Context: an optimization exercise on an open-source flow, tuned for small area and a short achievable clock period. The choices shown serve that exercise and are no tape-out recipe. Only simulation tests tie the RTL to the original design; equivalence was not proved. Power is estimated from default activity; no workload was simulated.

--- design/flow/run.sh ---
#!/bin/bash
# synth_recipe.tcl (not shown) runs the flow's synth.tcl, then flattens the netlist and writes it again
# the make line also repeats each setting of config.mk as NAME=value (left out here)
make -C /OpenROAD-flow-scripts/flow DESIGN_CONFIG=/design/flow/config.mk WORK_HOME=/design/flow/orfs CLKGATE_MAP_FILE= SYNTH_SCRIPT=/design/flow/synth_recipe.tcl finish
--- design/flow/constraint.sdc ---
create_clock -name core_clock -period 6.0 [get_ports {clk}]
set_input_delay 1.2000 -clock core_clock [delete_from_list [all_inputs] [get_ports {clk}]]
set_output_delay 1.2000 -clock core_clock [all_outputs]
set_load 0.01 [all_outputs]
--- design/flow/config.mk ---
export PLATFORM = sky130hd
export DESIGN_NAME = fpmult_top
export DESIGN_NICKNAME = fpmult_top
export VERILOG_FILES = /design/flow/design.v
export SDC_FILE = /design/flow/constraint.sdc
export NUM_CORES = 4
export LEC_CHECK = 0
export CAP_MARGIN = 20
export CORE_MARGIN = 2
export CORE_UTILIZATION = 40
export PLACE_DENSITY = 0.6
export SLEW_MARGIN = 20
--- design/flow/design.v ---
`timescale 1ns / 1ps
module fpmult_top(
    input             clk,
    input      [7:0]  a,
    input      [7:0]  b,
    output reg [15:0] c
);
    reg  [7:0]  a_q, b_q;
    wire [15:0] c_d;
    fpmult u_mult (.a(a_q), .b(b_q), .c(c_d));
    always @(posedge clk) begin
        a_q <= a;
        b_q <= b;
        c   <= c_d;
    end
endmodule

`timescale 1ns / 1ps
module fpmult(a,b,c);
input [7:0]a,b;
output [15:0]c;
wire [7:0]m1;
wire [8:0]m2;
wire [9:0]m3;
wire [10:0]m4;
wire [11:0]m5;
wire [12:0]m6;
wire [13:0]m7;
wire [14:0]m8;
wire [15:0]s1,s2,s3,s4,s5,s6,s7;
assign m1 = {8{a[0]}} & b[7:0];
assign m2 = {8{a[1]}} & b[7:0];
assign m3 = {8{a[2]}} & b[7:0];
assign m4 = {8{a[3]}} & b[7:0];
assign m5 = {8{a[4]}} & b[7:0];
assign m6 = {8{a[5]}} & b[7:0];
assign m7 = {8{a[6]}} & b[7:0];
assign m8 = {8{a[7]}} & b[7:0];
assign s1 = m1 + (m2<<1);
assign s2 = s1 + (m3<<2);
assign s3 = s2 + (m4<<3);
assign s4 = s3 + (m5<<4);
assign s5 = s4 + (m6<<5);
assign s6 = s5 + (m7<<6);
assign s7 = s6 + (m8<<7);
assign c=s7;
endmodule
==> results of run 1 <==
[worst max path at each step]
| stage | from | to | cells past startpoint |
|---|---|---|---|
| 4_1_cts | b_q[0] | c[15] | 23 |
| 3_5_place_dp | b_q[0] | c[15] | 23 |
| 5_1_grt | b_q[0] | c[15] | 23 |
| 6_report | b_q[0] | c[15] | 23 |
| 3_3_place_gp | b_q[0] | c[15] | 23 |
| 2_1_floorplan | b_q[1] | c[15] | 23 |
[flip-flops by register name (all words and copies together) (netlist names)]
signal,count
a_q,8
b_q,8
c,16
[power by group]
group | total [mW] | switching [mW] | internal (mW)
Clock | 0.208 | 0.0847 | 0.123
Sequential | 0.290 | 0.0212 | 0.269
Combinational | 0.580 | 0.289 | 0.291
[worst reg2reg max path, cell delays in order (launching register included)]
cell,delay [ps]
dfxtp_1,450
and2_1,170
ha_1,190
inv_1,60
fa_1,390
nor2b_1,130
o21a_1,150
o21ai_2,80
nand2_1,60
a221oi_1,100
fa_1,550
inv_1,50
fa_1,530
inv_1,60
fa_1,520
inv_1,50
fa_1,590
inv_1,60
ha_1,300
a21oi_2,180
o2111ai_2,190
a41o_1,290
a21oi_2,140
xnor2_1,120
[routing by layer]
metal | track usage | vias to the layer above | part of all wire | routed length, um
li1 | - | 942 | - | -
met1 | 0.176 | 912 | 0.46 | 2100
met2 | 0.226 | 33 | 0.49 | 2250
met3 | 0.0286 | 6 | 0.036 | 165
met4 | 0.0597 | 0 | 0.019 | 89
met5 | 0 | - | 0 | 0
[synthesized netlist by cell type, drive strengths merged]
cell / n
inv: 57
and2: 42
fa: 34
ha: 34
dfxtp: 32
nand2: 26
xnor2: 10
nor2: 8
a21oi: 6
a21o: 5
nor3: 4
xor2: 4
nand3: 3
nor2b: 3
o21ai: 3
a211oi: 2
a41o: 2
o21a: 2
a221oi: 1
o2111ai: 1
o41ai: 1
[area by class of cell]
cell class	count	area [um2]	area share
Timing Repair Buffer	32	320	0.0988
Clock inverter	3	42.5	0.0131
Tap cell	80	100	0.0309
Inverter	57	214	0.0660
Clock buffer	5	68.8	0.0212
Multi-Input combinational cell	191	1860	0.573
Sequential cell	32	641	0.198
[cell families after synthesis]
kind of cell / after synthesis
AOI/OAI and AO/OA: 23
xor gates and xnor gates: 14
adders and majority gates: 68
buffers and inverters: 57
DFF: 32
and+or+nand+nor: 86
==> flow_metrics.env, run 1 <==
export IMPL_avgSynthCellArea_um2=9.68
export IMPL_cpPeakStageDelay_ps=590
export IMPL_stdcell_count=400
export IMPL_ys_seq_area_frac=0.236
export IMPL_port_buffers=32
export IMPL_antenna_found_initial=0
export IMPL_cts_buffers=5
export IMPL_final_nets=404
export IMPL_grt_usage=0.138
export IMPL_grt_pass1_wl_um=8000
export IMPL_final_common_cell="inv_1"
export IMPL_crit_family="adder cells"
export IMPL_fin_hold_ws_ps=581
export IMPL_crit_required_ps=6220
export IMPL_r2r_end="c[15]"
export IMPL_hold_class="flop to flop"
export IMPL_grt_pass1_vias=1842
export IMPL_syn_area_mm2=0.00271
export IMPL_synth_cells=280
export IMPL_routabilityCongestion=0.755
export IMPL_synth_cell_types=24
export IMPL_synth_area_leaders="fa_1 25%, dfxtp_1 24%, ha_1 16%, and2_1 9.7%, inv_1 7.9%"
export IMPL_maxCapViolations=0
export IMPL_postCtsSetupBuffers=0
export IMPL_clkSinkCount=32
export IMPL_synth_top_cell_by_area="fa_1"
export IMPL_initial_utilization=0.406
export IMPL_area_growth_pct=19.6
export IMPL_die_h_um=86.3
export IMPL_status="complete, no violations"
export IMPL_synth_mux_area_frac=0
export IMPL_cellPowerDensity_mw_per_mm2=332
export IMPL_grt_overflow=0
export IMPL_period_needed_ps=5460
export IMPL_fillers=651
export IMPL_syn_nets=365
export IMPL_post_route_drc_count=0
export IMPL_path_cells="and2_1 > ha_1 > inv_1 > fa_1 > nor2b_1 > o21a_1 > o21ai_2 > nand2_1 > a221oi_1 > fa_1 > inv_1 > fa_1 > inv_1 > fa_1 > inv_1 > fa_1 > inv_1 > ha_1 > a21oi_2 > o2111ai_2 > a41o_1 > a21oi_2 > xnor2_1"
export IMPL_ioPinCount=33
export IMPL_dr_total_vias=1893
export IMPL_slew_viol_final=0
export IMPL_synth_fa_ha_area_frac=0.408
export IMPL_pre_cts_slack_ps=531
export IMPL_min_from="b_q[0]"
export IMPL_final_util=0.485
export IMPL_wl_um=4610
export IMPL_grt_max_degree=12
export IMPL_slowest_stage="fa_1"
export IMPL_endpoint_kind="flop"
export IMPL_root_buffer="clkbuf_8"
export IMPL_h_tree_depth=2
export IMPL_setup_ws_ps=536
export IMPL_fin_area_mm2=0.00324
export IMPL_ir_drop_v=0.000133
export IMPL_fin_setup_tns_ps=0
export IMPL_die_w_um=86.3
export IMPL_dp_cells=392
export IMPL_crit_fanout=8
export IMPL_hold_violations=0
export IMPL_dpl_instance_area_mm2=0.00313
export IMPL_dp_hpwl_um=3740
export IMPL_hold_depth=1
export IMPL_path_class="flop to flop"
export IMPL_fp_row_count=30
export IMPL_die_area_mm2=0.00745
export IMPL_finalClockSkew_ps=4.68
export IMPL_clk_pin_slew_ps=70
export IMPL_fin_crit_sh=0.911
export IMPL_r2r_worst_path_cells=23
export IMPL_cts_resized=0
export IMPL_finalPower_mw=1.08
export IMPL_ant_nets=0
export IMPL_placeableCoreArea_mm2=0.00668
export IMPL_wl_per_cell_um=11.5
export IMPL_synth_top_area_frac=0.251
export IMPL_setup_viol=0
export IMPL_yosysWarnings=1
export IMPL_synth_simple_gate_area_frac=0.164
export IMPL_layout_common_cells="57 x inv_1, 42 x and2_1, 34 x fa_1, 34 x ha_1"
export IMPL_arrival_ps=5690
export IMPL_p_leak_nw=1.64
export IMPL_insertion_delay_ps=290
export IMPL_clockBufferDepth=2
export IMPL_ys_ff_latch=32
export IMPL_tightest_slew_ps=342
export IMPL_timing_rr_start="b_q[0]"
export IMPL_layout_drive_gt1_share=0.0406
export IMPL_cts_tree="yes"
export IMPL_vias_per_cell=4.73
export IMPL_cp_start_kind="flop"
export IMPL_holdPathEnd="c[0]"
export IMPL_synth_xor_area_frac=0.0452
export IMPL_dr_pass1_iters=4
export IMPL_synth_compound_area_frac=0.0678
export IMPL_drtIter0Drc=44
export IMPL_slew_headroom=0.770
export IMPL_n_antenna_cell=0
export IMPL_synth_top_family_by_area="adder cells"
export IMPL_rsz0062_at_grt="no"
export IMPL_worst_path_buf_inv=5
export IMPL_holdBufCountCts=0
export IMPL_fmax_mhz=183
export IMPL_r2r_setup_slack_ps=540
==> inputs of run 2 (changes only) <==
==> design/flow/design.v (replaced) <==
`timescale 1ns / 1ps
module fpmult_top(
    input             clk,
    input      [7:0]  a,
    input      [7:0]  b,
    output reg [15:0] c
);
    reg  [7:0]  a_q, b_q;
    wire [15:0] c_d;
    fpmult u_mult (.a(a_q), .b(b_q), .c(c_d));
    always @(posedge clk) begin
        a_q <= a;
        b_q <= b;
        c   <= c_d;
    end
endmodule

module fpmult(a,b,c);
input [7:0]a,b;
output [15:0]c;
function [31:0] c42;    
  input [15:0] x1, x2, x3, x4;
  reg [15:0] s, k; reg [16:0] ci; reg t1, t2, d; integer i;
  begin
    ci[0] = 1'b0;
    for (i = 0; i < 16; i = i + 1) begin
      t1 = x1[i] ^ x2[i];
      t2 = x3[i] ^ x4[i];
      d  = t1 ^ t2;
      ci[i+1] = t1 ? x3[i] : x1[i];
      s[i] = d ^ ci[i];
      k[i] = d ? ci[i] : x4[i];
    end
    c42 = {k[14:0], 1'b0, s};
  end
endfunction
wire [15:0] pp0 = {8'b0, {8{a[0]}} & b};
wire [15:0] pp1 = {7'b0, {8{a[1]}} & b, 1'b0};
wire [15:0] pp2 = {6'b0, {8{a[2]}} & b, 2'b0};
wire [15:0] pp3 = {5'b0, {8{a[3]}} & b, 3'b0};
wire [15:0] pp4 = {4'b0, {8{a[4]}} & b, 4'b0};
wire [15:0] pp5 = {3'b0, {8{a[5]}} & b, 5'b0};
wire [15:0] pp6 = {2'b0, {8{a[6]}} & b, 6'b0};
wire [15:0] pp7 = {1'b0, {8{a[7]}} & b, 7'b0};
wire [31:0] l1a = c42(pp0, pp1, pp2, pp3);
wire [31:0] l1b = c42(pp4, pp5, pp6, pp7);
wire [31:0] l2  = c42(l1a[15:0], l1a[31:16], l1b[15:0], l1b[31:16]);
assign c = l2[15:0] + l2[31:16];
endmodule
==> design/flow/flow/run.sh (new file) <==
#!/bin/bash
# Layout flow: the standard flow (standard.sh) with these ORFS variables set:
#  - SYNTH_ARGS=-noabc and ADDER_MAP_FILE= : keep the RTL's compressor structure
#    (no early ABC pass, no full/half adder cells) until the final ABC mapping,
#  - SYNTH_SCRIPT: synth_recipe.tcl with the final ABC mapping done by flow/abc.script,
#  - BUFFER_PORTS_ARGS: the port buffers are sky130_fd_sc_hd__buf_1.
# make's full output goes to standard.log; each ORFS step logs under orfs/logs.
set -euo pipefail
here=$(cd "$(dirname "${BASH_SOURCE[0]}")" && pwd)
bash standard.sh \
  "SYNTH_SCRIPT=$here/synth.tcl" \
  SYNTH_ARGS=-noabc \
  ADDER_MAP_FILE= \
  "BUFFER_PORTS_ARGS=-buffer_cell sky130_fd_sc_hd__buf_1" \
  finish > standard.log 2>&1
==> design/flow/flow/abc.script (new file) <==
strash
dch
map -D 2000
topo
stime -c
buffer -c
upsize -c -D 2000
dnsize -c -D 2000
==> design/flow/flow/synth.tcl (new file) <==
# The standard flow's synthesis script (synth_recipe.tcl) with one change: Yosys's abc pass
# maps with flow/abc.script instead of the ORFS script.
set ::own_abc_script [file join [file dirname [file normalize [info script]]] abc.script]
proc synth {args} { yosys synth -nofsm -noshare {*}$args }
proc abc {args} {
  set i [lsearch -exact $args -script]
  if { $i >= 0 } { lset args [expr {$i + 1}] $::own_abc_script }
  yosys abc {*}$args
}
source $::env(SCRIPTS_DIR)/synth.tcl
# left out here: clear keep_hierarchy, flatten, clean up, hide names made inside functions, write 1_2_yosys.v
==> design/flow/standard.sh (new file) <==
#!/bin/bash
# synth_recipe.tcl (not shown) runs the flow's synth.tcl, then flattens the netlist and writes it again
# the make line also repeats each setting of config.mk as NAME=value (left out here)
make -C /OpenROAD-flow-scripts/flow DESIGN_CONFIG=/design/flow/config.mk WORK_HOME=/design/flow/orfs CLKGATE_MAP_FILE= SYNTH_SCRIPT=/design/flow/synth_recipe.tcl "${@:-finish}"
--- a/design/flow/config.mk
+++ b/design/flow/config.mk
@@ -9,4 +9,5 @@
 export CORE_MARGIN = 2
 export CORE_UTILIZATION = 40
 export PLACE_DENSITY = 0.6
+export SETUP_SLACK_MARGIN = 3.0
 export SLEW_MARGIN = 20
removed: design/flow/run.sh
==> run 2 against run 1 <==
  * Routed wire length grew 61%
  * Largest cell class unchanged
  * Synthesized cell count grew 74%
  * Final cell count grew 55%
  * Sequential cell count is the same
  * Via count grew 66%
  * Still clean
==> flow_metrics.env, run 2 <==
export IMPL_p_leak_nw=1.70
export IMPL_routabilityCongestion=0.902
export IMPL_ioPinCount=33
export IMPL_die_w_um=91.1
export IMPL_fin_crit_sh=0.465
export IMPL_cpMostUsedCell="nand2_1"
export IMPL_slowest_stage="dfxtp_4"
export IMPL_r2r_end="c[14]"
export IMPL_critPathLaunch="b_q[3]"
export IMPL_layout_drive_gt1_share=0.201
export IMPL_die_area_mm2=0.00830
export IMPL_crit_required_ps=6240
export IMPL_fp_row_count=31
export IMPL_root_buffer="clkbuf_8"
export IMPL_synth_cells=486
export IMPL_dr_total_vias=3141
export IMPL_layout_common_cells="146 x nand2_1, 43 x inv_1, 34 x nand3_1"
export IMPL_h_tree_depth=2
export IMPL_arrival_ps=3040
export IMPL_cpPeakStageDelay_ps=390
export IMPL_antenna_found_initial=0
export IMPL_wl_um=7430
export IMPL_yosysWarnings=2
export IMPL_routed_top_layer="met4"
export IMPL_syn_nets=503
export IMPL_hold_violations=0
export IMPL_synth_cell_types=44
export IMPL_cp_start_kind="flop"
export IMPL_insertion_delay_ps=300
export IMPL_slew_headroom=0.726
export IMPL_fillers=848
export IMPL_yosysMostFrequentCell="nand2_1"
export IMPL_die_h_um=91.1
export IMPL_rsz0062_at_grt="yes"
export IMPL_r2r_worst_path_cells=17
export IMPL_dp_hpwl_um=5770
export IMPL_avgSynthCellArea_um2=6.25
export IMPL_synth_area_leaders="dfxtp_1 21%, nand2_1 19%, nand3_1 6.1%, xor2_1 5.8%, inv_1 5.4%"
export IMPL_largest_reg_flops=16
export IMPL_ant_nets=0
export IMPL_status="complete, no violations"
export IMPL_cts_tree="yes"
export IMPL_drt_met1_wl_um=3470
export IMPL_vias_per_cell=5.06
export IMPL_clockBufferDepth=2
export IMPL_finalClockSkew_ps=4.78
export IMPL_grt_pass1_vias=2822
export IMPL_clkSinkCount=32
export IMPL_slew_viol_final=0
export IMPL_grt_usage=0.181
export IMPL_hold_class="flop to flop"
export IMPL_ir_drop_v=0.000113
export IMPL_synth_ff_type="dfxtp_1"
export IMPL_r2r_setup_slack_ps=3210
export IMPL_crit_fanout=10
export IMPL_fmax_mhz=358
export IMPL_cellPowerDensity_mw_per_mm2=308
export IMPL_endpoint_kind="flop"
export IMPL_synth_top_cell_by_area="dfxtp_1"
export IMPL_ys_seq_area_frac=0.211
export IMPL_wl_per_cell_um=12.0
export IMPL_stdcell_count=621
export IMPL_reg_top3="c: 16 flops, a_q: 8 flops, b_q: 8 flops"
export IMPL_dr_wl_met2_um=3480
export IMPL_grt_pass1_wl_um=12300
export IMPL_area_growth_pct=17.7
export IMPL_ys_ff_latch=32
export IMPL_endpoint="c[14]"
export IMPL_path_class="flop to flop"
export IMPL_dp_cells=605
export IMPL_placeableCoreArea_mm2=0.00729
export IMPL_holdBufCountCts=0
export IMPL_async_flop_share=0
export IMPL_final_nets=538
export IMPL_synth_top_area_frac=0.211
export IMPL_clk_pin_slew_ps=70
export IMPL_dr_pass1_iters=4
export IMPL_n_antenna_cell=0
export IMPL_final_common_cell="nand2_1"
export IMPL_drtIter0Drc=108
export IMPL_grt_overflow=0
export IMPL_post_route_drc_count=0
export IMPL_setup_viol=0
export IMPL_timing_rr_start="b_q[3]"
export IMPL_top_register="c"
export IMPL_initial_utilization=0.416
export IMPL_tightest_slew_ps=407
export IMPL_synth_common_cells="153 x nand2_1, 44 x inv_1, 41 x nor2_1"
export IMPL_maxCapViolations=0
export IMPL_cts_buffers=5
export IMPL_synth_edff_count=0
export IMPL_fin_setup_tns_ps=0
export IMPL_grt_max_degree=13
export IMPL_path_cells="buf_4 > nand4_1 > nand2_1 > or2_1 > nand2_2 > nand3_2 > nand2_1 > xor2_2 > xor2_1 > nand2_1 > o21a_1 > nand2_1 > nand2_1 > o21ai_1 > nand4_1 > o2bb2ai_1 > nand2_1"
export IMPL_period_needed_ps=2790
export IMPL_port_buffers=32
export IMPL_syn_area_mm2=0.00304
export IMPL_dr_wl_met3_um=315
[run 2: cell types whose count changed in the layout (fill, tap and decap cells not counted), sizes merged, moves of 19 or more]
cell	delta
o21ai	+27
buf	+40
nand2	+136
clkdlybuf4s50	-32
fa	-34
and2	-39
xor2	+19
nor2	+34
nand3	+37
ha	-34
[run 2: cell families (layout without fill, tap and decap cells)]
kind of cell	Yosys count	count (layout)	synth area share
DFF	32	32	0.211
AOI/OAI and AO/OA	69	69	0.151
buffers and inverters	63	99	0.0861
xor gates and xnor gates	42	42	0.136
and+or+nand+nor	280	280	0.416
[run 2: power breakdown]
| group | total (mW) | internal [mW] | switching [mW] |
|---|---|---|---|
| Combinational | 0.643 | 0.241 | 0.402 |
| Sequential | 0.283 | 0.260 | 0.0233 |
| Clock | 0.177 | 0.0935 | 0.0830 |
[run 2: worst min path at each step]
stage / from / end / slack, ps / cells after the start
floorplan: b_q[0] / c[1] / 560 / 2
global placement: b_q[0] / c[1] / 610 / 2
CTS: b_q[0] / c[1] / 630 / 2
finish: b_q[0] / c[1] / 590 / 2
global route: b_q[0] / c[1] / 620 / 2
detailed placement: b_q[0] / c[1] / 620 / 2
[run 2: final cells by class]
class	count	area [um2]	area share
clock buffer	8	90.1	0.0252
inverter	51	191	0.0536
multi-input combinational	391	2300	0.644
sequential	32	688	0.193
tap	99	124	0.0347
timing repair buffer	40	180	0.0504
[run 2: timing repair]
item,4_1_cts,5_1_grt
pin swaps,0,7
gates resized for setup,3,67
buffers inserted,0,8
endpoints found under the setup margin,2,9
[run 2: per-stage QoR]
| stage | setup slack, ps | power, mW | utilization | instance area [um2] | hold slack, ps |
|---|---|---|---|---|---|
| floorplan | 3480 | 0.758 | - | 3040 | 556 |
| global placement | 3010 | 0.858 | 0.440 | 3210 | 612 |
| detailed placement | 2950 | 0.865 | 0.440 | 3210 | 615 |
| CTS | 3010 | 1.05 | 0.453 | 3300 | 629 |
| global route | 2950 | 1.21 | 0.490 | 3570 | 617 |
| finish | 3210 | 1.10 | 0.490 | 3570 | 588 |
[run 2: worst max-delay path, delay by kind of cell (launching register included)]
kind,cells,cell delay (ps)
and+or+nand+nor,11,1340
AOI/OAI and AO/OA,3,440
DFF,1,390
buffers and inverters,1,150
xor gates and xnor gates,2,420
[run 2: layer usage]
layer | global-route usage | vias to the layer above
li1 | - | 1649
met1 | 0.238 | 1411
met2 | 0.293 | 63
met3 | 0.0282 | 18
met4 | 0.0795 | 0
met5 | 0 | -
==> inputs of run 3 (changes only) <==
--- a/design/flow/config.mk
+++ b/design/flow/config.mk
@@ -9,5 +9,5 @@
 export CORE_MARGIN = 2
 export CORE_UTILIZATION = 40
 export PLACE_DENSITY = 0.6
-export SETUP_SLACK_MARGIN = 3.0
+export SETUP_SLACK_MARGIN = 2.8
 export SLEW_MARGIN = 20
==> run 3 against run 2 <==
  * First-iteration DRC count grew 4.6%
  * Still clean
  * Clock power is essentially flat
  * Register-to-register slack lost 60 ps
==> flow_metrics.env, run 3 <==
export IMPL_status="complete, no violations"
export IMPL_crit_fanout=8
export IMPL_vias_per_cell=4.95
export IMPL_timing_rr_start="a_q[0]"
export IMPL_stdcell_count=614
export IMPL_clkSinkCount=32
export IMPL_h_tree_depth=2
export IMPL_root_buffer="clkbuf_8"
export IMPL_syn_area_mm2=0.00304
export IMPL_cellPowerDensity_mw_per_mm2=313
export IMPL_grt_max_degree=13
export IMPL_crit_required_ps=6190
export IMPL_crit_family="simple AND/OR/NAND/NOR gates"
export IMPL_yosysMostFrequentCell="nand2_1"
export IMPL_cpMostUsedCell="nand2_1"
export IMPL_ant_nets=0
export IMPL_async_flop_share=0
export IMPL_clockBufferDepth=2
export IMPL_hold_violations=0
export IMPL_die_area_mm2=0.00830
export IMPL_hold_class="flop to flop"
export IMPL_slowest_stage="dfxtp_4"
export IMPL_drtIter0Drc=113
export IMPL_reg_top3="c: 16 flops, a_q: 8 flops, b_q: 8 flops"
export IMPL_synth_top_area_frac=0.211
export IMPL_ys_ff_latch=32
export IMPL_largest_reg_flops=16
export IMPL_worst_path_buf_inv=1
export IMPL_ioPinCount=33
export IMPL_final_nets=531
export IMPL_ys_seq_area_frac=0.211
export IMPL_p_leak_nw=1.63
export IMPL_grt_overflow=0
export IMPL_fillers=848
export IMPL_die_h_um=91.1
export IMPL_fmax_mhz=350
export IMPL_synth_cell_types=44
export IMPL_slew_viol_final=0
export IMPL_power_frac_comb=0.559
export IMPL_layout_drive_gt1_share=0.122
export IMPL_tightest_slew_ps=417
export IMPL_layout_common_cells="153 x nand2_1, 44 x inv_1, 41 x nor2_1"
export IMPL_top_register="c"
export IMPL_finalClockSkew_ps=6.31
export IMPL_final_common_cell="nand2_1"
export IMPL_clockPowerShare=0.168
export IMPL_rsz0062_at_grt="yes"
export IMPL_die_w_um=91.1
export IMPL_synth_cells=486
export IMPL_r2r_setup_slack_ps=3150
export IMPL_dr_pass1_iters=4
export IMPL_r2r_end="c[13]"
export IMPL_dp_hpwl_um=5770
export IMPL_post_route_drc_count=0
export IMPL_synth_ff_type="dfxtp_1"
export IMPL_endpoint="c[13]"
export IMPL_fin_setup_tns_ps=0
export IMPL_port_buffers=32
export IMPL_arrival_ps=3040
export IMPL_insertion_delay_ps=290
export IMPL_dp_cells=605
export IMPL_p_sw_uw=473
export IMPL_initial_utilization=0.416
export IMPL_setup_viol=0
export IMPL_p_seq_frac=0.273
export IMPL_wl_per_cell_um=11.5
export IMPL_synth_top_cell_by_area="dfxtp_1"
export IMPL_clk_pin_slew_ps=70
export IMPL_critPathLaunch="a_q[0]"
export IMPL_r2r_worst_path_cells=18
export IMPL_grt_usage=0.181
export IMPL_cts_buffers=5
export IMPL_period_needed_ps=2850
export IMPL_cp_start_kind="flop"
export IMPL_cp_depth=18
export IMPL_fp_row_count=31
export IMPL_ir_drop_v=0.0000958
export IMPL_avgSynthCellArea_um2=6.25
export IMPL_fin_crit_sh=0.476
export IMPL_wl_um=7060
export IMPL_n_antenna_cell=0
export IMPL_grt_pass1_vias=2822
export IMPL_swShare=0.453
export IMPL_path_class="flop to flop"
export IMPL_syn_nets=503
export IMPL_endpoint_kind="flop"
export IMPL_area_growth_pct=9.97
export IMPL_holdBufCountCts=0
export IMPL_p_int_uw=571
export IMPL_synth_common_cells="153 x nand2_1, 44 x inv_1, 41 x nor2_1"
export IMPL_slew_headroom=0.719
export IMPL_antenna_found_initial=0
export IMPL_routabilityCongestion=0.902
export IMPL_cpPeakStageDelay_ps=390
export IMPL_path_cells="inv_1 > nor2_1 > nand2_1 > a21o_1 > nand2_1 > nor2_1 > a21oi_2 > nand3_2 > a211o_1 > nand2_1 > or2_2 > nand4_2 > nand2_1 > nand4_1 > nand2_1 > nand3_1 > nand4_1 > nand2_1"
export IMPL_maxCapViolations=0
export IMPL_yosysWarnings=2
export IMPL_cts_tree="yes"
export IMPL_placeableCoreArea_mm2=0.00729
export IMPL_grt_pass1_wl_um=12300
export IMPL_finalPower_mw=1.04
export IMPL_dr_total_vias=3041
export IMPL_synth_edff_count=0
export IMPL_synth_area_leaders="dfxtp_1 21%, nand2_1 19%, nand3_1 6.1%, xor2_1 5.8%, inv_1 5.4%"
## run 3: cell counts after synthesis
Identical to the previous run, type by type.
## run 3: logic make-up after synthesis
group           share of synthesized area
buf+inv                            0.0861
simple gates                        0.416
flops                               0.211
compound gates                      0.151
xor+xnor                            0.136
## run 3: cell type report
cell class | instances | area [um2] | share of cell area
Inverter | 51 | 191 | 0.0573
Multi-Input combinational cell | 391 | 2140 | 0.641
Sequential cell | 32 | 664 | 0.199
Timing Repair Buffer | 33 | 128 | 0.0382
Clock buffer | 8 | 90.1 | 0.0270
Tap cell | 99 | 124 | 0.0371
## run 3: per-stage QoR
step,hold WS (ps),worst slack [ps],utilization,cell area (um2)
floorplan,556,3480,-,3040
global placement,612,3010,0.440,3210
detailed placement,615,2950,0.440,3210
CTS,629,2940,0.453,3300
global route,635,2790,0.458,3340
finish,617,3150,0.458,3340
## run 3: power by group through the flow
stage                     Clock (mW)  Sequential [mW]  Combinational (mW)
after CTS                      0.183            0.285               0.577
after global routing           0.190            0.291               0.666
final                          0.175            0.285               0.584
after detailed placement           0            0.290               0.576
after global placement             0            0.290               0.568
after floorplan                    0            0.300               0.458
## run 3: timing repair
action	CTS	global route
endpoints found under the setup margin	0	7
setup buffers	0	1
gates resized for setup	0	19
## run 3: worst min-delay path by stage
stage                       from  slack (ps)    to  cells past startpoint
after detailed placement  b_q[0]         620  c[1]                      2
after global routing      a_q[1]         640  c[1]                      2
after CTS                 b_q[0]         630  c[1]                      2
after global placement    b_q[0]         610  c[1]                      2
final                     a_q[1]         620  c[1]                      2
after floorplan           b_q[0]         560  c[1]                      2
## run 3: metal layers
layer	GRT usage	vias to the layer above	wire [um]
li1	-	1635	-
met1	0.238	1334	3490
met2	0.293	62	3150
met3	0.0282	10	297
met4	0.0795	0	125
met5	0	-	0
## run 3: worst register-to-register path, stage by stage (launching register included)
cell     delay [ps]
dfxtp_4         390
inv_1           100
nor2_1          180
nand2_1         120
a21o_1          190
nand2_1         120
nor2_1           70
a21oi_2         160
nand3_2         130
a211o_1         310
nand2_1          80
or2_2           140
nand4_2         130
nand2_1         160
nand4_1         120
nand2_1         110
nand3_1          90
nand4_1          80
nand2_1          50

afterwards: timing with drivers on the ports:
No port has a modelled driver above. Below, the same layouts with a new extraction and two added sets of constraints.
Step 1 (the two cells are an assumption about what drives the block):
set clk [get_ports {clk}]
set_driving_cell -lib_cell sky130_fd_sc_hd__clkbuf_16 $clk
set_driving_cell -lib_cell sky130_fd_sc_hd__buf_2 [delete_from_list [all_inputs] $clk]
Step 2 also shifts input and output timing later by t, the mid clock arrival at the registers, as if the neighbouring blocks saw the same clock.
a / b / c = ideal ports / drivers / drivers and shift; a / b = the first two.
| run | shift t [ns] | setup slack, ns | worst register clock-pin slew, ns | cell pins on the clock port's net |
|---|---|---|---|---|
| run 1 | 0.317 | 0.536 / 0.536 / 0.536 | 0.07 / 0.07 | 1 |
| run 2 | 0.323 | 3.209 / 3.209 / 3.209 | 0.07 / 0.07 | 1 |
| run 3 | 0.320 | 3.146 / 3.146 / 3.146 | 0.07 / 0.07 | 1 |
After both steps every run listed still meets setup and hold.
